From an optimization exercise on the open Yosys and OpenROAD flow, aimed at small area, a short achievable clock period and few clock cycles per item; shortcuts taken in it are not production practice. RTL that was checked went through simulation tests only; none was proved equivalent to the original. The RTL of run 2 was laid out without a check of its function. No activity file was given, so power comes from the tool's default toggle rates.

==> flow/design.v (outline; a module is shown in full before it is edited, if it fits) <==
// module full_adder: 6 lines
// module add_sub: 22 lines
// module multiply_32: 4947 lines
// module half_adder_n: 6 lines
// module ha_sum_n: 5 lines
// module ha_carry_n: 5 lines
// module cpa_aoi21: 5 lines
// module cpa_inv: 5 lines
// module cpa_nand2: 5 lines
// module cpa_nor2: 5 lines
// module cpa_oai21: 5 lines
// module cpa_xnor2: 5 lines
// module cpa_xor2: 5 lines
module multiply_32 #(parameter N=32) (clk, reset, enable, multiplier, multiplicand, ready, product_upper, product_lower);
  // ...
==> flow/flow/run.sh <==
#!/bin/bash
set -e
export BUFFER_PORTS_ARGS="-buffer_cell sky130_fd_sc_hd__buf_2"
export SKIP_BUFFER_REMOVAL=1
export SETUP_SLACK_MARGIN=7.5
bash standard.sh > standard.log 2>&1
==> flow/standard.sh <==
#!/bin/bash
# synth_recipe.tcl (not shown) runs the flow's synth.tcl, then flattens the netlist and writes it again
# the make line also repeats each setting of config.mk as NAME=value (left out here)
make -C /OpenROAD-flow-scripts/flow DESIGN_CONFIG=/design/flow/config.mk WORK_HOME=/design/flow/orfs CLKGATE_MAP_FILE= SYNTH_SCRIPT=/design/flow/synth_recipe.tcl "${@:-finish}"
==> flow/config.mk <==
export PLATFORM = sky130hd
export DESIGN_NAME = multiply_32
export DESIGN_NICKNAME = multiply_32
export VERILOG_FILES = /design/flow/design.v
export SDC_FILE = /design/flow/constraint.sdc
export NUM_CORES = 4
export LEC_CHECK = 0
export CAP_MARGIN = 0
export CORE_MARGIN = 2
export CORE_UTILIZATION = 60
export CTS_BUF_LIST = sky130_fd_sc_hd__clkbuf_4 sky130_fd_sc_hd__clkbuf_8
export PLACE_DENSITY = 0.7
export SLEW_MARGIN = 0
export SYNTH_HIERARCHICAL = 1
export SYNTH_MINIMUM_KEEP_SIZE = 0
==> flow/constraint.sdc <==
create_clock -name core_clock -period 14.0 [get_ports {clk}]
set_input_delay 2.8000 -clock core_clock [delete_from_list [all_inputs] [get_ports {clk}]]
set_output_delay 2.8000 -clock core_clock [all_outputs]
set_load 0.01 [all_outputs]
==> impl_metrics.toml, run 1 <==
[global_route]
grtUsageMet2_pct = 59.29

[sta]
tightest_slew_ns = 0.7499
final-setup-viol-count = 0

[power_and_ir_drop]
power.group.top = "combinational logic"
pg_comb_uw = 6840
ir_drop_mv = 0.2980

[logic_synthesis]
synth-compound-area-share_pct = 3.781
synth_seq_cells = 123
yosysUniqueCellTypes = 15
yosys.area_share.simple_pct = 15.39
yosys-top-cells-area = "fa_1 57%, nand2_1 14%, edfxtp_1 12%"
synth_xor_area_share_pct = 3.761

[cells_and_area]
layout.non_clock_inverters = 39
num-nonclk-buffers = 142
top_area_cell_class = "multi-input combinational cells"
bufAreaShareNonClock_pct = 3.835

[critical_path]
path_cells = "buf_6 > nand2_1 > fa_1 > fa_1 > fa_1 > fa_1 > fa_1 > fa_1 > fa_1"
r2r_setup_slack_ns = 13.39

[die]
dieHeight_um = 233.7
nWellTaps = 688
die_w_um = 233.7

[detailed_routing]
wl_met1_mm = 33.91
num_vias = 22555
drt_iter0_markers = 2420

[worst_hold_path]
hp-class = "reg2reg"

[run_status]
status = "no timing/DRC/antenna violations"
Testbench counts, summed over its fixed seeds: cycles 2,400, items 2,400.
==> run 2, diff against run 1 <==
--- a/flow/design.v
+++ b/flow/design.v
@@ -4531,459 +4531,450 @@
    cpa_inv u2196 (t2136, t2196);
    wire t2197;
    cpa_oai21 u2197 (t2143, t2196, t2142, t2197);
    wire t2198;
    cpa_inv u2198 (t2137, t2198);
    wire t2199;
    cpa_nor2 u2199 (t2145, t2198, t2199);
    wire t2200;
-   cpa_inv u2200 (t1864, t2200);
+   cpa_oai21 u2200 (t2147, t2083, t2146, t2200);
    wire t2201;
-   cpa_oai21 u2201 (t2147, t2200, t2146, t2201);
+   cpa_nor2 u2201 (t2147, t2139, t2201);
    wire t2202;
-   cpa_nor2 u2202 (t2147, t2139, t2202);
+   cpa_inv u2202 (t2084, t2202);
    wire t2203;
-   cpa_inv u2203 (t2084, t2203);
+   cpa_oai21 u2203 (t2149, t2202, t2148, t2203);
    wire t2204;
-   cpa_oai21 u2204 (t2149, t2203, t2148, t2204);
+   cpa_nor2 u2204 (t2149, t2141, t2204);
    wire t2205;
-   cpa_nor2 u2205 (t2149, t2141, t2205);
+   cpa_oai21 u2205 (t2151, t2142, t2150, t2205);
    wire t2206;
-   cpa_oai21 u2206 (t2151, t2142, t2150, t2206);
+   cpa_nor2 u2206 (t2151, t2143, t2206);
    wire t2207;
-   cpa_nor2 u2207 (t2151, t2143, t2207);
+   cpa_oai21 u2207 (t2153, t2144, t2152, t2207);
    wire t2208;
-   cpa_oai21 u2208 (t2153, t2144, t2152, t2208);
+   cpa_nor2 u2208 (t2153, t2145, t2208);
    wire t2209;
-   cpa_nor2 u2209 (t2153, t2145, t2209);
+   cpa_oai21 u2209 (t2155, t2146, t2154, t2209);
    wire t2210;
-   cpa_oai21 u2210 (t2155, t2146, t2154, t2210);
+   cpa_nor2 u2210 (t2155, t2147, t2210);
    wire t2211;
-   cpa_nor2 u2211 (t2155, t2147, t2211);
+   cpa_oai21 u2211 (t2157, t2148, t2156, t2211);
    wire t2212;
-   cpa_oai21 u2212 (t2157, t2148, t2156, t2212);
+   cpa_nor2 u2212 (t2157, t2149, t2212);
    wire t2213;
-   cpa_nor2 u2213 (t2157, t2149, t2213);
+   cpa_oai21 u2213 (t2159, t2150, t2158, t2213);
    wire t2214;
-   cpa_oai21 u2214 (t2159, t2150, t2158, t2214);
+   cpa_nor2 u2214 (t2159, t2151, t2214);
    wire t2215;
-   cpa_nor2 u2215 (t2159, t2151, t2215);
+   cpa_oai21 u2215 (t2161, t2152, t2160, t2215);
    wire t2216;
-   cpa_oai21 u2216 (t2161, t2152, t2160, t2216);
+   cpa_nor2 u2216 (t2161, t2153, t2216);
    wire t2217;
-   cpa_nor2 u2217 (t2161, t2153, t2217);
+   cpa_oai21 u2217 (t2163, t2154, t2162, t2217);
    wire t2218;
-   cpa_oai21 u2218 (t2163, t2154, t2162, t2218);
+   cpa_nor2 u2218 (t2163, t2155, t2218);
    wire t2219;
-   cpa_nor2 u2219 (t2163, t2155, t2219);
+   cpa_oai21 u2219 (t2165, t2156, t2164, t2219);
    wire t2220;
-   cpa_oai21 u2220 (t2165, t2156, t2164, t2220);
+   cpa_nor2 u2220 (t2165, t2157, t2220);
    wire t2221;
-   cpa_nor2 u2221 (t2165, t2157, t2221);
+   cpa_oai21 u2221 (t2167, t2158, t2166, t2221);
    wire t2222;
-   cpa_oai21 u2222 (t2167, t2158, t2166, t2222);
+   cpa_nor2 u2222 (t2167, t2159, t2222);
    wire t2223;
-   cpa_nor2 u2223 (t2167, t2159, t2223);
+   cpa_oai21 u2223 (t2169, t2160, t2168, t2223);
    wire t2224;
-   cpa_oai21 u2224 (t2169, t2160, t2168, t2224);
+   cpa_nor2 u2224 (t2169, t2161, t2224);
    wire t2225;
-   cpa_nor2 u2225 (t2169, t2161, t2225);
+   cpa_oai21 u2225 (t2171, t2162, t2170, t2225);
    wire t2226;
-   cpa_oai21 u2226 (t2171, t2162, t2170, t2226);
+   cpa_nor2 u2226 (t2171, t2163, t2226);
    wire t2227;
-   cpa_nor2 u2227 (t2171, t2163, t2227);
+   cpa_oai21 u2227 (t2173, t2164, t2172, t2227);
    wire t2228;
-   cpa_oai21 u2228 (t2173, t2164, t2172, t2228);
+   cpa_nor2 u2228 (t2173, t2165, t2228);
    wire t2229;
-   cpa_nor2 u2229 (t2173, t2165, t2229);
+   cpa_oai21 u2229 (t2175, t2166, t2174, t2229);
    wire t2230;
-   cpa_oai21 u2230 (t2175, t2166, t2174, t2230);
+   cpa_nor2 u2230 (t2175, t2167, t2230);
    wire t2231;
-   cpa_nor2 u2231 (t2175, t2167, t2231);
+   cpa_oai21 u2231 (t2177, t2168, t2176, t2231);
    wire t2232;
-   cpa_oai21 u2232 (t2177, t2168, t2176, t2232);
+   cpa_nor2 u2232 (t2177, t2169, t2232);
    wire t2233;
-   cpa_nor2 u2233 (t2177, t2169, t2233);
+   cpa_oai21 u2233 (t2179, t2170, t2178, t2233);
    wire t2234;
-   cpa_oai21 u2234 (t2179, t2170, t2178, t2234);
+   cpa_nor2 u2234 (t2179, t2171, t2234);
    wire t2235;
-   cpa_nor2 u2235 (t2179, t2171, t2235);
+   cpa_oai21 u2235 (t2181, t2172, t2180, t2235);
    wire t2236;
-   cpa_oai21 u2236 (t2181, t2172, t2180, t2236);
+   cpa_nor2 u2236 (t2181, t2173, t2236);
    wire t2237;
-   cpa_nor2 u2237 (t2181, t2173, t2237);
+   cpa_oai21 u2237 (t2183, t2174, t2182, t2237);
    wire t2238;
-   cpa_oai21 u2238 (t2183, t2174, t2182, t2238);
+   cpa_nor2 u2238 (t2183, t2175, t2238);
    wire t2239;
-   cpa_nor2 u2239 (t2183, t2175, t2239);
+   cpa_oai21 u2239 (t2185, t2176, t2184, t2239);
    wire t2240;
-   cpa_oai21 u2240 (t2185, t2176, t2184, t2240);
+   cpa_nor2 u2240 (t2185, t2177, t2240);
    wire t2241;
-   cpa_nor2 u2241 (t2185, t2177, t2241);
+   cpa_oai21 u2241 (t2187, t2178, t2186, t2241);
    wire t2242;
-   cpa_oai21 u2242 (t2187, t2178, t2186, t2242);
+   cpa_nor2 u2242 (t2187, t2179, t2242);
    wire t2243;
-   cpa_nor2 u2243 (t2187, t2179, t2243);
+   cpa_oai21 u2243 (t2189, t2180, t2188, t2243);
    wire t2244;
-   cpa_oai21 u2244 (t2189, t2180, t2188, t2244);
+   cpa_nor2 u2244 (t2189, t2181, t2244);
    wire t2245;
-   cpa_nor2 u2245 (t2189, t2181, t2245);
+   cpa_inv u2245 (t2199, t2245);
    wire t2246;
-   cpa_inv u2246 (t2199, t2246);
+   cpa_oai21 u2246 (t2245, t2134, t2144, t2246);
    wire t2247;
-   cpa_inv u2247 (t1861, t2247);
+   cpa_aoi21 u2247 (t2201, t2192, t2200, t2247);
    wire t2248;
-   cpa_oai21 u2248 (t2246, t2247, t2144, t2248);
+   cpa_aoi21 u2248 (t2204, t2135, t2203, t2248);
    wire t2249;
-   cpa_inv u2249 (t2076, t2249);
+   cpa_aoi21 u2249 (t2206, t2136, t2205, t2249);
    wire t2250;
-   cpa_aoi21 u2250 (t2202, t2249, t2201, t2250);
+   cpa_inv u2250 (t2190, t2250);
    wire t2251;
-   cpa_aoi21 u2251 (t2205, t2135, t2204, t2251);
+   cpa_aoi21 u2251 (t2208, t2250, t2207, t2251);
    wire t2252;
-   cpa_aoi21 u2252 (t2207, t2136, t2206, t2252);
+   cpa_inv u2252 (t2193, t2252);
    wire t2253;
-   cpa_inv u2253 (t2190, t2253);
+   cpa_aoi21 u2253 (t2210, t2252, t2209, t2253);
    wire t2254;
-   cpa_aoi21 u2254 (t2209, t2253, t2208, t2254);
+   cpa_inv u2254 (t2195, t2254);
    wire t2255;
-   cpa_inv u2255 (t2193, t2255);
+   cpa_aoi21 u2255 (t2212, t2254, t2211, t2255);
    wire t2256;
-   cpa_aoi21 u2256 (t2211, t2255, t2210, t2256);
+   cpa_aoi21 u2256 (t2214, t2197, t2213, t2256);
    wire t2257;
-   cpa_inv u2257 (t2195, t2257);
+   cpa_inv u2257 (t2144, t2257);
    wire t2258;
-   cpa_aoi21 u2258 (t2213, t2257, t2212, t2258);
+   cpa_aoi21 u2258 (t2216, t2257, t2215, t2258);
    wire t2259;
-   cpa_aoi21 u2259 (t2215, t2197, t2214, t2259);
+   cpa_nand2 u2259 (t2216, t2199, t2259);
    wire t2260;
-   cpa_inv u2260 (t2144, t2260);
+   cpa_aoi21 u2260 (t2218, t2200, t2217, t2260);
    wire t2261;
-   cpa_aoi21 u2261 (t2217, t2260, t2216, t2261);
+   cpa_nand2 u2261 (t2218, t2201, t2261);
    wire t2262;
-   cpa_nand2 u2262 (t2217, t2199, t2262);
+   cpa_aoi21 u2262 (t2220, t2203, t2219, t2262);
    wire t2263;
-   cpa_aoi21 u2263 (t2219, t2201, t2218, t2263);
+   cpa_nand2 u2263 (t2220, t2204, t2263);
    wire t2264;
-   cpa_nand2 u2264 (t2219, t2202, t2264);
+   cpa_aoi21 u2264 (t2222, t2205, t2221, t2264);
    wire t2265;
-   cpa_aoi21 u2265 (t2221, t2204, t2220, t2265);
+   cpa_nand2 u2265 (t2222, t2206, t2265);
    wire t2266;
-   cpa_nand2 u2266 (t2221, t2205, t2266);
+   cpa_aoi21 u2266 (t2224, t2207, t2223, t2266);
    wire t2267;
-   cpa_aoi21 u2267 (t2223, t2206, t2222, t2267);
+   cpa_nand2 u2267 (t2224, t2208, t2267);
    wire t2268;
-   cpa_nand2 u2268 (t2223, t2207, t2268);
+   cpa_aoi21 u2268 (t2226, t2209, t2225, t2268);
    wire t2269;
-   cpa_aoi21 u2269 (t2225, t2208, t2224, t2269);
+   cpa_nand2 u2269 (t2226, t2210, t2269);
    wire t2270;
-   cpa_nand2 u2270 (t2225, t2209, t2270);
+   cpa_aoi21 u2270 (t2228, t2211, t2227, t2270);
    wire t2271;
-   cpa_aoi21 u2271 (t2227, t2210, t2226, t2271);
+   cpa_nand2 u2271 (t2228, t2212, t2271);
    wire t2272;
-   cpa_nand2 u2272 (t2227, t2211, t2272);
+   cpa_aoi21 u2272 (t2230, t2213, t2229, t2272);
    wire t2273;
-   cpa_aoi21 u2273 (t2229, t2212, t2228, t2273);
+   cpa_nand2 u2273 (t2230, t2214, t2273);
    wire t2274;
-   cpa_nand2 u2274 (t2229, t2213, t2274);
+   cpa_aoi21 u2274 (t2232, t2215, t2231, t2274);
    wire t2275;
-   cpa_aoi21 u2275 (t2231, t2214, t2230, t2275);
+   cpa_nand2 u2275 (t2232, t2216, t2275);
    wire t2276;
-   cpa_nand2 u2276 (t2231, t2215, t2276);
+   cpa_aoi21 u2276 (t2234, t2217, t2233, t2276);
    wire t2277;
-   cpa_aoi21 u2277 (t2233, t2216, t2232, t2277);
+   cpa_nand2 u2277 (t2234, t2218, t2277);
    wire t2278;
-   cpa_nand2 u2278 (t2233, t2217, t2278);
+   cpa_aoi21 u2278 (t2236, t2219, t2235, t2278);
    wire t2279;
-   cpa_aoi21 u2279 (t2235, t2218, t2234, t2279);
+   cpa_nand2 u2279 (t2236, t2220, t2279);
    wire t2280;
-   cpa_nand2 u2280 (t2235, t2219, t2280);
+   cpa_aoi21 u2280 (t2238, t2221, t2237, t2280);
    wire t2281;
-   cpa_aoi21 u2281 (t2237, t2220, t2236, t2281);
+   cpa_nand2 u2281 (t2238, t2222, t2281);
    wire t2282;
-   cpa_nand2 u2282 (t2237, t2221, t2282);
+   cpa_aoi21 u2282 (t2240, t2223, t2239, t2282);
    wire t2283;
-   cpa_aoi21 u2283 (t2239, t2222, t2238, t2283);
+   cpa_nand2 u2283 (t2240, t2224, t2283);
    wire t2284;
-   cpa_nand2 u2284 (t2239, t2223, t2284);
+   cpa_aoi21 u2284 (t2242, t2225, t2241, t2284);
    wire t2285;
-   cpa_aoi21 u2285 (t2241, t2224, t2240, t2285);
+   cpa_nand2 u2285 (t2242, t2226, t2285);
    wire t2286;
-   cpa_nand2 u2286 (t2241, t2225, t2286);
+   cpa_aoi21 u2286 (t2244, t2227, t2243, t2286);
    wire t2287;
-   cpa_aoi21 u2287 (t2243, t2226, t2242, t2287);
+   cpa_nand2 u2287 (t2244, t2228, t2287);
    wire t2288;
-   cpa_nand2 u2288 (t2243, t2227, t2288);
+   cpa_oai21 u2288 (t2259, t2134, t2258, t2288);
    wire t2289;
-   cpa_aoi21 u2289 (t2245, t2228, t2244, t2289);
+   cpa_oai21 u2289 (t2261, t2076, t2260, t2289);
    wire t2290;
-   cpa_nand2 u2290 (t2245, t2229, t2290);
+   cpa_inv u2290 (t2135, t2290);
    wire t2291;
-   cpa_inv u2291 (t1861, t2291);
+   cpa_oai21 u2291 (t2263, t2290, t2262, t2291);
    wire t2292;
-   cpa_oai21 u2292 (t2262, t2291, t2261, t2292);
+   cpa_oai21 u2292 (t2265, t2196, t2264, t2292);
    wire t2293;
-   cpa_oai21 u2293 (t2264, t2076, t2263, t2293);
+   cpa_oai21 u2293 (t2267, t2190, t2266, t2293);
    wire t2294;
-   cpa_inv u2294 (t2135, t2294);
+   cpa_oai21 u2294 (t2269, t2193, t2268, t2294);
    wire t2295;
-   cpa_oai21 u2295 (t2266, t2294, t2265, t2295);
+   cpa_oai21 u2295 (t2271, t2195, t2270, t2295);
    wire t2296;
-   cpa_inv u2296 (t2136, t2296);
+   cpa_inv u2296 (t2197, t2296);
    wire t2297;
-   cpa_oai21 u2297 (t2268, t2296, t2267, t2297);
+   cpa_oai21 u2297 (t2273, t2296, t2272, t2297);
    wire t2298;
-   cpa_oai21 u2298 (t2270, t2190, t2269, t2298);
+   cpa_inv u2298 (t2246, t2298);
    wire t2299;
-   cpa_oai21 u2299 (t2272, t2193, t2271, t2299);
+   cpa_oai21 u2299 (t2275, t2298, t2274, t2299);
    wire t2300;
-   cpa_oai21 u2300 (t2274, t2195, t2273, t2300);
+   cpa_oai21 u2300 (t2277, t2247, t2276, t2300);
    wire t2301;
-   cpa_inv u2301 (t2197, t2301);
+   cpa_oai21 u2301 (t2279, t2248, t2278, t2301);
    wire t2302;
-   cpa_oai21 u2302 (t2276, t2301, t2275, t2302);
+   cpa_oai21 u2302 (t2281, t2249, t2280, t2302);
    wire t2303;
-   cpa_inv u2303 (t2248, t2303);
+   cpa_oai21 u2303 (t2283, t2251, t2282, t2303);
    wire t2304;
-   cpa_oai21 u2304 (t2278, t2303, t2277, t2304);
+   cpa_oai21 u2304 (t2285, t2253, t2284, t2304);
    wire t2305;
-   cpa_oai21 u2305 (t2280, t2250, t2279, t2305);
+   cpa_oai21 u2305 (t2287, t2255, t2286, t2305);
    wire t2306;
-   cpa_oai21 u2306 (t2282, t2251, t2281, t2306);
+   cpa_nor2 u2306 (r[3], t2134, t2306);
    wire t2307;
-   cpa_oai21 u2307 (t2284, t2252, t2283, t2307);
+   cpa_nor2 u2307 (r[5], t2076, t2307);
    wire t2308;
-   cpa_oai21 u2308 (t2286, t2254, t2285, t2308);
+   cpa_nor2 u2308 (r[7], t2290, t2308);
    wire t2309;
-   cpa_oai21 u2309 (t2288, t2256, t2287, t2309);
+   cpa_nor2 u2309 (r[9], t2196, t2309);
    wire t2310;
-   cpa_oai21 u2310 (t2290, t2258, t2289, t2310);
+   cpa_nor2 u2310 (t1805, t2190, t2310);
    wire t2311;
-   cpa_inv u2311 (t1861, t2311);
+   cpa_aoi21 u2311 (t1868, t2252, t1867, t2311);
    wire t2312;
-   cpa_nor2 u2312 (r[3], t2311, t2312);
+   cpa_aoi21 u2312 (t1874, t2254, t1873, t2312);
    wire t2313;
-   cpa_nor2 u2313 (r[5], t2076, t2313);
+   cpa_aoi21 u2313 (t1880, t2197, t1879, t2313);
    wire t2314;
-   cpa_inv u2314 (t2135, t2314);
+   cpa_aoi21 u2314 (t1886, t2246, t1885, t2314);
    wire t2315;
-   cpa_nor2 u2315 (r[7], t2314, t2315);
+   cpa_inv u2315 (t2247, t2315);
    wire t2316;
-   cpa_inv u2316 (t2136, t2316);
+   cpa_aoi21 u2316 (t1892, t2315, t1891, t2316);
    wire t2317;
-   cpa_nor2 u2317 (r[9], t2316, t2317);
+   cpa_inv u2317 (t2248, t2317);
    wire t2318;
-   cpa_nor2 u2318 (t1805, t2190, t2318);
+   cpa_aoi21 u2318 (t1898, t2317, t1897, t2318);
    wire t2319;
-   cpa_inv u2319 (t2193, t2319);
+   cpa_inv u2319 (t2249, t2319);
    wire t2320;
-   cpa_aoi21 u2320 (t1868, t2319, t1867, t2320);
+   cpa_aoi21 u2320 (t1904, t2319, t1903, t2320);
    wire t2321;
-   cpa_inv u2321 (t2195, t2321);
+   cpa_inv u2321 (t2251, t2321);
    wire t2322;
-   cpa_aoi21 u2322 (t1874, t2321, t1873, t2322);
+   cpa_aoi21 u2322 (t1910, t2321, t1909, t2322);
    wire t2323;
-   cpa_aoi21 u2323 (t1880, t2197, t1879, t2323);
+   cpa_inv u2323 (t2253, t2323);
    wire t2324;
-   cpa_aoi21 u2324 (t1886, t2248, t1885, t2324);
+   cpa_aoi21 u2324 (t1916, t2323, t1915, t2324);
    wire t2325;
-   cpa_inv u2325 (t2250, t2325);
+   cpa_inv u2325 (t2255, t2325);
    wire t2326;
-   cpa_aoi21 u2326 (t1892, t2325, t1891, t2326);
+   cpa_aoi21 u2326 (t1922, t2325, t1921, t2326);
    wire t2327;
-   cpa_inv u2327 (t2251, t2327);
+   cpa_inv u2327 (t2256, t2327);
    wire t2328;
-   cpa_aoi21 u2328 (t1898, t2327, t1897, t2328);
+   cpa_aoi21 u2328 (t1928, t2327, t1927, t2328);
    wire t2329;
-   cpa_inv u2329 (t2252, t2329);
+   cpa_aoi21 u2329 (t1934, t2288, t1933, t2329);
    wire t2330;
-   cpa_aoi21 u2330 (t1904, t2329, t1903, t2330);
+   cpa_aoi21 u2330 (t1940, t2289, t1939, t2330);
    wire t2331;
-   cpa_inv u2331 (t2254, t2331);
+   cpa_aoi21 u2331 (t1946, t2291, t1945, t2331);
    wire t2332;
-   cpa_aoi21 u2332 (t1910, t2331, t1909, t2332);
+   cpa_aoi21 u2332 (t1952, t2292, t1951, t2332);
    wire t2333;
-   cpa_inv u2333 (t2256, t2333);
+   cpa_aoi21 u2333 (t1958, t2293, t1957, t2333);
    wire t2334;
-   cpa_aoi21 u2334 (t1916, t2333, t1915, t2334);
+   cpa_aoi21 u2334 (t1964, t2294, t1963, t2334);
    wire t2335;
-   cpa_inv u2335 (t2258, t2335);
+   cpa_aoi21 u2335 (t1970, t2295, t1969, t2335);
    wire t2336;
-   cpa_aoi21 u2336 (t1922, t2335, t1921, t2336);
+   cpa_aoi21 u2336 (t1976, t2297, t1975, t2336);
    wire t2337;
-   cpa_inv u2337 (t2259, t2337);
+   cpa_aoi21 u2337 (t1982, t2299, t1981, t2337);
    wire t2338;
-   cpa_aoi21 u2338 (t1928, t2337, t1927, t2338);
+   cpa_aoi21 u2338 (t1988, t2300, t1987, t2338);
    wire t2339;
-   cpa_aoi21 u2339 (t1934, t2292, t1933, t2339);
+   cpa_aoi21 u2339 (t1994, t2301, t1993, t2339);
    wire t2340;
-   cpa_aoi21 u2340 (t1940, t2293, t1939, t2340);
+   cpa_aoi21 u2340 (t2000, t2302, t1999, t2340);
    wire t2341;
-   cpa_aoi21 u2341 (t1946, t2295, t1945, t2341);
+   cpa_aoi21 u2341 (t2006, t2303, t2005, t2341);
    wire t2342;
-   cpa_aoi21 u2342 (t1952, t2297, t1951, t2342);
+   cpa_aoi21 u2342 (t2012, t2304, t2011, t2342);
    wire t2343;
-   cpa_aoi21 u2343 (t1958, t2298, t1957, t2343);
+   cpa_aoi21 u2343 (t2018, t2305, t2017, t2343);
    wire t2344;
-   cpa_aoi21 u2344 (t1964, t2299, t1963, t2344);
+   cpa_inv u2344 (r[0], t2344);
    wire t2345;
-   cpa_aoi21 u2345 (t1970, t2300, t1969, t2345);
+   cpa_xnor2 u2345 (r[3], t1861, t2345);
    wire t2346;
-   cpa_aoi21 u2346 (t1976, t2302, t1975, t2346);
+   cpa_xnor2 u2346 (r[4], t2306, t2346);
    wire t2347;
-   cpa_aoi21 u2347 (t1982, t2304, t1981, t2347);
+   cpa_xor2 u2347 (r[5], t2076, t2347);
    wire t2348;
-   cpa_aoi21 u2348 (t1988, t2305, t1987, t2348);
+   cpa_xnor2 u2348 (r[6], t2307, t2348);
    wire t2349;
-   cpa_aoi21 u2349 (t1994, t2306, t1993, t2349);
+   cpa_xnor2 u2349 (r[7], t2135, t2349);
    wire t2350;
-   cpa_aoi21 u2350 (t2000, t2307, t1999, t2350);
+   cpa_xnor2 u2350 (r[8], t2308, t2350);
    wire t2351;
-   cpa_aoi21 u2351 (t2006, t2308, t2005, t2351);
+   cpa_xnor2 u2351 (r[9], t2136, t2351);
    wire t2352;
-   cpa_aoi21 u2352 (t2012, t2309, t2011, t2352);
+   cpa_xnor2 u2352 (r[10], t2309, t2352);
    wire t2353;
-   cpa_aoi21 u2353 (t2018, t2310, t2017, t2353);
+   cpa_xor2 u2353 (t1805, t2190, t2353);
    wire t2354;
-   cpa_inv u2354 (r[0], t2354);
+   cpa_xor2 u2354 (t1866, t2310, t2354);
    wire t2355;
-   cpa_xnor2 u2355 (r[3], t1861, t2355);
+   cpa_xnor2 u2355 (t1869, t2193, t2355);
    wire t2356;
-   cpa_xnor2 u2356 (r[4], t2312, t2356);
+   cpa_xnor2 u2356 (t1872, t2311, t2356);
    wire t2357;
-   cpa_xor2 u2357 (r[5], t2076, t2357);
+   cpa_xnor2 u2357 (t1875, t2195, t2357);
    wire t2358;
-   cpa_xnor2 u2358 (r[6], t2313, t2358);
+   cpa_xnor2 u2358 (t1878, t2312, t2358);
    wire t2359;
-   cpa_xnor2 u2359 (r[7], t2135, t2359);
+   cpa_xor2 u2359 (t1881, t2197, t2359);
    wire t2360;
-   cpa_xnor2 u2360 (r[8], t2315, t2360);
+   cpa_xnor2 u2360 (t1884, t2313, t2360);
    wire t2361;
-   cpa_xnor2 u2361 (r[9], t2136, t2361);
+   cpa_xor2 u2361 (t1887, t2246, t2361);
    wire t2362;
-   cpa_xnor2 u2362 (r[10], t2317, t2362);
+   cpa_xnor2 u2362 (t1890, t2314, t2362);
    wire t2363;
-   cpa_xor2 u2363 (t1805, t2190, t2363);
+   cpa_xnor2 u2363 (t1893, t2247, t2363);
    wire t2364;
-   cpa_xor2 u2364 (t1866, t2318, t2364);
+   cpa_xnor2 u2364 (t1896, t2316, t2364);
    wire t2365;
-   cpa_xnor2 u2365 (t1869, t2193, t2365);
+   cpa_xnor2 u2365 (t1899, t2248, t2365);
    wire t2366;
-   cpa_xnor2 u2366 (t1872, t2320, t2366);
+   cpa_xnor2 u2366 (t1902, t2318, t2366);
    wire t2367;
-   cpa_xnor2 u2367 (t1875, t2195, t2367);
+   cpa_xnor2 u2367 (t1905, t2249, t2367);
    wire t2368;
-   cpa_xnor2 u2368 (t1878, t2322, t2368);
+   cpa_xnor2 u2368 (t1908, t2320, t2368);
    wire t2369;
-   cpa_xor2 u2369 (t1881, t2197, t2369);
+   cpa_xnor2 u2369 (t1911, t2251, t2369);
    wire t2370;
-   cpa_xnor2 u2370 (t1884, t2323, t2370);
+   cpa_xnor2 u2370 (t1914, t2322, t2370);
    wire t2371;
-   cpa_xor2 u2371 (t1887, t2248, t2371);
+   cpa_xnor2 u2371 (t1917, t2253, t2371);
    wire t2372;
-   cpa_xnor2 u2372 (t1890, t2324, t2372);
+   cpa_xnor2 u2372 (t1920, t2324, t2372);
    wire t2373;
-   cpa_xnor2 u2373 (t1893, t2250, t2373);
+   cpa_xnor2 u2373 (t1923, t2255, t2373);
    wire t2374;
-   cpa_xnor2 u2374 (t1896, t2326, t2374);
+   cpa_xnor2 u2374 (t1926, t2326, t2374);
    wire t2375;
-   cpa_xnor2 u2375 (t1899, t2251, t2375);
+   cpa_xnor2 u2375 (t1929, t2256, t2375);
    wire t2376;
-   cpa_xnor2 u2376 (t1902, t2328, t2376);
+   cpa_xnor2 u2376 (t1932, t2328, t2376);
    wire t2377;
-   cpa_xnor2 u2377 (t1905, t2252, t2377);
+   cpa_xor2 u2377 (t1935, t2288, t2377);
    wire t2378;
-   cpa_xnor2 u2378 (t1908, t2330, t2378);
+   cpa_xnor2 u2378 (t1938, t2329, t2378);
    wire t2379;
-   cpa_xnor2 u2379 (t1911, t2254, t2379);
+   cpa_xor2 u2379 (t1941, t2289, t2379);
    wire t2380;
-   cpa_xnor2 u2380 (t1914, t2332, t2380);
+   cpa_xnor2 u2380 (t1944, t2330, t2380);
    wire t2381;
-   cpa_xnor2 u2381 (t1917, t2256, t2381);
+   cpa_xor2 u2381 (t1947, t2291, t2381);
    wire t2382;
-   cpa_xnor2 u2382 (t1920, t2334, t2382);
+   cpa_xnor2 u2382 (t1950, t2331, t2382);
    wire t2383;
-   cpa_xnor2 u2383 (t1923, t2258, t2383);
+   cpa_xor2 u2383 (t1953, t2292, t2383);
    wire t2384;
-   cpa_xnor2 u2384 (t1926, t2336, t2384);
+   cpa_xnor2 u2384 (t1956, t2332, t2384);
    wire t2385;
-   cpa_xnor2 u2385 (t1929, t2259, t2385);
+   cpa_xor2 u2385 (t1959, t2293, t2385);
    wire t2386;
-   cpa_xnor2 u2386 (t1932, t2338, t2386);
+   cpa_xnor2 u2386 (t1962, t2333, t2386);
    wire t2387;
-   cpa_xor2 u2387 (t1935, t2292, t2387);
+   cpa_xor2 u2387 (t1965, t2294, t2387);
    wire t2388;
-   cpa_xnor2 u2388 (t1938, t2339, t2388);
+   cpa_xnor2 u2388 (t1968, t2334, t2388);
    wire t2389;
-   cpa_xor2 u2389 (t1941, t2293, t2389);
+   cpa_xor2 u2389 (t1971, t2295, t2389);
    wire t2390;
-   cpa_xnor2 u2390 (t1944, t2340, t2390);
+   cpa_xnor2 u2390 (t1974, t2335, t2390);
    wire t2391;
-   cpa_xor2 u2391 (t1947, t2295, t2391);
+   cpa_xor2 u2391 (t1977, t2297, t2391);
    wire t2392;
-   cpa_xnor2 u2392 (t1950, t2341, t2392);
+   cpa_xnor2 u2392 (t1980, t2336, t2392);
    wire t2393;
-   cpa_xor2 u2393 (t1953, t2297, t2393);
+   cpa_xor2 u2393 (t1983, t2299, t2393);
    wire t2394;
-   cpa_xnor2 u2394 (t1956, t2342, t2394);
+   cpa_xnor2 u2394 (t1986, t2337, t2394);
    wire t2395;
-   cpa_xor2 u2395 (t1959, t2298, t2395);
+   cpa_xor2 u2395 (t1989, t2300, t2395);
    wire t2396;
-   cpa_xnor2 u2396 (t1962, t2343, t2396);
+   cpa_xnor2 u2396 (t1992, t2338, t2396);
    wire t2397;
-   cpa_xor2 u2397 (t1965, t2299, t2397);
+   cpa_xor2 u2397 (t1995, t2301, t2397);
    wire t2398;
-   cpa_xnor2 u2398 (t1968, t2344, t2398);
+   cpa_xnor2 u2398 (t1998, t2339, t2398);
    wire t2399;
-   cpa_xor2 u2399 (t1971, t2300, t2399);
+   cpa_xor2 u2399 (t2001, t2302, t2399);
    wire t2400;
-   cpa_xnor2 u2400 (t1974, t2345, t2400);
+   cpa_xnor2 u2400 (t2004, t2340, t2400);
    wire t2401;
-   cpa_xor2 u2401 (t1977, t2302, t2401);
+   cpa_xor2 u2401 (t2007, t2303, t2401);
    wire t2402;
-   cpa_xnor2 u2402 (t1980, t2346, t2402);
+   cpa_xnor2 u2402 (t2010, t2341, t2402);
    wire t2403;
-   cpa_xor2 u2403 (t1983, t2304, t2403);
+   cpa_xor2 u2403 (t2013, t2304, t2403);
    wire t2404;
-   cpa_xnor2 u2404 (t1986, t2347, t2404);
+   cpa_xnor2 u2404 (t2016, t2342, t2404);
    wire t2405;
-   cpa_xor2 u2405 (t1989, t2305, t2405);
+   cpa_xor2 u2405 (t2019, t2305, t2405);
    wire t2406;
-   cpa_xnor2 u2406 (t1992, t2348, t2406);
-   wire t2407;
-   cpa_xor2 u2407 (t1995, t2306, t2407);
-   wire t2408;
-   cpa_xnor2 u2408 (t1998, t2349, t2408);
-   wire t2409;
-   cpa_xor2 u2409 (t2001, t2307, t2409);
-   wire t2410;
-   cpa_xnor2 u2410 (t2004, t2350, t2410);
-   wire t2411;
-   cpa_xor2 u2411 (t2007, t2308, t2411);
-   wire t2412;
-   cpa_xnor2 u2412 (t2010, t2351, t2412);
-   wire t2413;
-   cpa_xor2 u2413 (t2013, t2309, t2413);
-   wire t2414;
-   cpa_xnor2 u2414 (t2016, t2352, t2414);
-   wire t2415;
-   cpa_xor2 u2415 (t2019, t2310, t2415);
-   wire t2416;
-   cpa_inv u2416 (t2353, t2416);
-   wire [63:0] prod = {t2416, t2415, t2414, t2413, t2412, t2411, t2410, t2409, t2408, t2407, t2406, t2405, t2404, t2403, t2402, t2401, t2400, t2399, t2398, t2397, t2396, t2395, t2394, t2393, t2392, t2391, t2390, t2389, t2388, t2387, t2386, t2385, t2384, t2383, t2382, t2381, t2380, t2379, t2378, t2377, t2376, t2375, t2374, t2373, t2372, t2371, t2370, t2369, t2368, t2367, t2366, t2365, t2364, t2363, t2362, t2361, t2360, t2359, t2358, t2357, t2356, t2355, t1863, t2354};
+   cpa_inv u2406 (t2343, t2406);
+   wire [63:0] prod = {t2406, t2405, t2404, t2403, t2402, t2401, t2400, t2399, t2398, t2397, t2396, t2395, t2394, t2393, t2392, t2391, t2390, t2389, t2388, t2387, t2386, t2385, t2384, t2383, t2382, t2381, t2380, t2379, t2378, t2377, t2376, t2375, t2374, t2373, t2372, t2371, t2370, t2369, t2368, t2367, t2366, t2365, t2364, t2363, t2362, t2361, t2360, t2359, t2358, t2357, t2356, t2355, t2354, t2353, t2352, t2351, t2350, t2349, t2348, t2347, t2346, t2345, t1863, t2344};
    assign product_upper = prod[2*N-1:N];
    assign product_lower = prod[N-1:0];
 endmodule
 module half_adder_n (xn, yn, sn, cn);
    input xn, yn;
    output sn, cn;
    ha_sum_n s (xn, yn, sn);
    ha_carry_n c (xn, yn, cn);
 endmodule
+module half_adder (a, b, s, c);
+   input a, b;
+   output s, c;
+   assign s = a ^ b;
+   assign c = a & b;
+endmodule
+module booth_sel (one, two, neg, aj, ajm1, ppn);
+   input one, two, neg, aj, ajm1;
+   output ppn;
+   assign ppn = ~(((one & aj) | (two & ajm1)) ^ neg);
+endmodule
 module ha_sum_n (xn, yn, sn);
    input xn, yn;
    output sn;
    assign sn = ~(xn ^ yn);
 endmodule
 module ha_carry_n (xn, yn, cn);
    input xn, yn;
    output cn;
==> flow/config.mk (replaced) <==
export PLATFORM = sky130hd
export DESIGN_NAME = multiply_32
export DESIGN_NICKNAME = multiply_32
export VERILOG_FILES = /design/flow/design.v
export SDC_FILE = /design/flow/constraint.sdc
export NUM_CORES = 4
export LEC_CHECK = 0
export CAP_MARGIN = 20
export CORE_MARGIN = 2
export CORE_UTILIZATION = 60
export CTS_BUF_LIST = sky130_fd_sc_hd__clkbuf_4 sky130_fd_sc_hd__clkbuf_8
export PLACE_DENSITY = 0.7
export SLEW_MARGIN = 20
export SYNTH_HIERARCHICAL = 1
export SYNTH_MINIMUM_KEEP_SIZE = 0
==> run 2 against run 1 <==
Flip-flop and latch count unchanged; largest cell class unchanged; synthesized cell count decreased by 0.34%; hold slack improved by 0.011 ns; global-route usage increased by 0.35 points; final area increased by 0.84%; first-iteration DRC count increased by 27%; register-to-register slack about the same; still clean on timing, DRC and antenna; wire length increased by 2.8%; clock power increased by 6.9%; die area decreased by 0.12%; clock skew unchanged; combinational power about the same.
==> impl_metrics.toml, run 2 <==
[worst_hold_path]
hp-class = "reg2reg"

[clocking]
clk_path_buf_depth = 2
htreeDepth = 4
cts_inserted_buffers = 17
cts-root-buf = "clkbuf_8"
clk_pin_slew_ns = 0.09
cts_hold_buf = 0
clkSinkCount = 123
insertion_delay_ns = 0.56
cts_tree = "yes"

[power_and_ir_drop]
p_int_uw = 3978
leakage_uw = 0.01081
switchingPower_uw = 4380
swShare_pct = 52.40
finalPower_uw = 8358
p_comb_share_pct = 82.0
power_density_mw_per_mm2 = 257.6
ir_drop_mv = 0.3865
pwr-share-clk_pct = 4.4
seqPwrFrac_pct = 13.5

[critical_path]
cp_data_required_time_ns = 14.30
crit_family = "adder cells"
critPathMaxFanout = 32
crit_path_frequent_cell = "fa_1"
cp_slowest_cell = "fa_1"
arrival_ns = 6.80
critPathBufInv = 1
path_cells = "clkbuf_8 > nand2_1 > fa_1 > fa_1 > fa_1 > fa_1 > fa_1 > fa_1 > fa_2"
end_kind = "flop"
startpoint_type = "primary input"
cp_slowest_stage_delay_ns = 0.59
worstSetupPathType = "in2reg"

[global_route]
grt_pass1_wl_mm = 154.7
grt_use_total_pct = 39.83
grt_antenna_before_repair = 5
grt_remaining_overflow = 0
grt_pass1_vias = 25626
grt_max_degree = 73

[cells_and_area]
top_register = "r"
area_growth_pct = 2.559
drive_gt1_share_pct = 14.74
reg.largest.list = "r: 122 flops, ready: 1 flops"
fin_area_sq_mm = 0.03244
multi_input_area_sq_mm = 0.02579
final_cell_mix = "1139 x nand2_1, 800 x fa_1, 122 x edfxtp_1, 109 x nor2_1, 108 x fa_2"
nets = 3797
seq_area_sq_mm = 0.003684
stdcell_count = 3526
n_fill_cell = 4063
final_common_cell = "nand2_1"
largest_register_ffs = 122

[detailed_routing]
drc = 0
wl_mm = 103.6
num_vias = 23002
drt_iter0_markers = 3074
viasPerCell = 6.524
postRouteAntennaNets = 0
dr.pass1.iters = 9
wl_per_cell_um = 29.38

[sta]
finalSetupTns_ns = 0
period_needed_ns = 6.497
tightest_slew_ns = 0.9716
slew_violations = 0
slew_headroom_pct = 35.22
finalCritPeriodShare_pct = 46.41
rsz0062_at_grt = "true"
fmax_mhz = 153.9
final-setup-viol-count = 0
hold_violations = 0
holdWs_ns = 0.4927
clock_skew_ns = 0

[logic_synthesis]
ys_top_cells_by_count = "1148 x nand2_1, 908 x fa_1, 153 x buf_6"
yosys_warnings = 7
yosys-top-cells-area = "fa_1 57%, nand2_1 14%, edfxtp_1 12%"
synth_top_area_cell = "fa_1"
synth_top_cell_area_share_pct = 57.47
yosysSeqAreaShare_pct = 11.65
yosysUniqueCellTypes = 15
synth_edf_count = 122
synth_seq_cells = 123
syn-cell-area_sq_mm = 0.03163
postSynth.asyncResetShare_pct = 0
synth_nets = 3875
synth_most_common_cell = "nand2_1"
synth_ff_type = "edfxtp_1"
syn_inst = 2900
avgSynthCellArea_sq_um = 10.91

[die]
fp-row-count = 84
io_pins = 132
die_w_um = 233.6
die_area_sq_mm = 0.05457
core_area_sq_mm = 0.05234
dieHeight_um = 233.6
start_util_pct = 60.43

[flow_run]
cap_violations = 0

[placed_design]
gp_congestion = 0.9540
io_buffers = 131
hpwlAfterDp_mm = 71.31
dp_cells = 3478
postPlaceCellArea_sq_mm = 0.03114

[run_status]
status = "no timing/DRC/antenna violations"
run 2: changes by cell type after synthesis:
cell,previous run,this run
inv_1,39,29
run 2: kinds of logic (layout without fill, tap and decap cells):
| kind of cell | after synthesis | after routing | share of synthesized area, % |
|---|---|---|---|
| AND/OR/NAND/NOR | 1284 | 1284 | 15.41 |
| adder cells (fa/ha/maj) | 908 | 908 | 57.47 |
| buffers and inverters | 285 | 220 | 7.927 |
| AO/OA/AOI/OAI | 164 | 164 | 3.785 |
| XOR/XNOR | 136 | 136 | 3.766 |
| flip-flops | 123 | 123 | 11.65 |
| other | 0 | 3 | 0 |
run 2: power groups by stage:
stage / Sequential [uW] / Clock (uW) / Combinational [uW]
global route: 1150 / 392 / 7540
detailed placement: 1130 / 0 / 6620
floorplan: 1060 / 0 / 4910
CTS: 1120 / 383 / 6700
finish: 1130 / 371 / 6850
global placement: 1130 / 0 / 6450
run 2: metal layers:
| layer | global-route usage [%] | up-vias | part of all wire (%) |
|---|---|---|---|
| met5 | 5.882 | - | 0.44 |
| met4 | 21.91 | 10 | 6.8 |
| met3 | 17.08 | 582 | 16 |
| met2 | 58.50 | 2103 | 44 |
| met1 | 49.46 | 11703 | 33 |
| li1 | - | 8604 | - |
run 2: final cells by class:
type	instances	share of cell area [%]
multi-input combinational	2492	79.49
sequential	123	11.35
timing repair buffer	159	4.809
tap	688	2.654
clock buffer	17	0.7212
clock inverter	15	0.6132
inverter	29	0.3355
antenna	3	0.02314
run 2: repair_timing:
item                       4_1_cts  5_1_grt
setup buffers                    0        7
pin swaps                        0        2
cloned                           0        6
setup endpoints to repair       64       65
gates resized for setup         99       99
run 2: modules after synthesis, one instance, submodules excluded, excerpt:
module	area [sq um]	cells
multiply_32	9936	1404
full_adder	20.02	1
cpa_aoi21	8.758	1
cpa_xnor2	8.758	1
cpa_xor2	8.758	1
ha_sum_n	8.758	1
ha_carry_n	6.256	1
cpa_oai21	5.005	1
cpa_inv	3.754	1
cpa_nand2	3.754	1
cpa_nor2	3.754	1
run 2: path summary, 6_finish.rpt:
check / to / cells after the start / startpoint / slack, ns
min: ready$_SDFFE_PP0P_ / 1 / ready$_SDFFE_PP0P_ / 0.49
min reg2reg: ready$_SDFFE_PP0P_ / 1 / ready$_SDFFE_PP0P_ / 0.49
max: r[87]$_DFFE_PP_ / 9 / multiplicand[17] / 7.50
max reg2reg: ready$_SDFFE_PP0P_ / 1 / ready$_SDFFE_PP0P_ / 13.39
run 2: metrics by stage:
stage / worst slack [ns] / utilization [%]
6_report: 7.503 / 61.98
4_1_cts: 7.473 / 60.92
3_5_place_dp: 6.457 / 59.50
2_1_floorplan: 7.469 / -
3_3_place_gp: 6.505 / 59.50
5_1_grt: 7.441 / 61.98

## re-timing with driven ports
The results above use ideal ports. As a check the final layouts listed here were re-extracted and re-timed, cells and wires unchanged.
Step 1, drivers: a clkbuf_16 drives clk and a buf_2 each remaining input, both assumed.
Step 2 moves the port delays by t, midway between the first and last clock arrival at a register: inputs arrive t later, outputs are due t later. That takes back most of the time a late clock gives input paths.
Three values: ideal ports, drivers, drivers and shift; two values: the first two.
| run | t, ns | setup slack, ns | hold slack, ns | worst setup path after step 2 | worst slew at a driven data input, ns |
|---|---|---|---|---|---|
| run 1 | 0.619 | 7.477 / 7.475 / 6.856 | 0.482 / 0.482 / 0.482 | input to register | 0.10 |
| run 2 | 0.607 | 7.503 / 7.478 / 6.887 | 0.493 / 0.493 / 0.493 | input to register | 0.09 |
After both steps setup and hold are still met in every run listed. The setup slack of run 1, which loses most, moves by -0.002 ns with the drivers and by -0.621 ns with both steps.
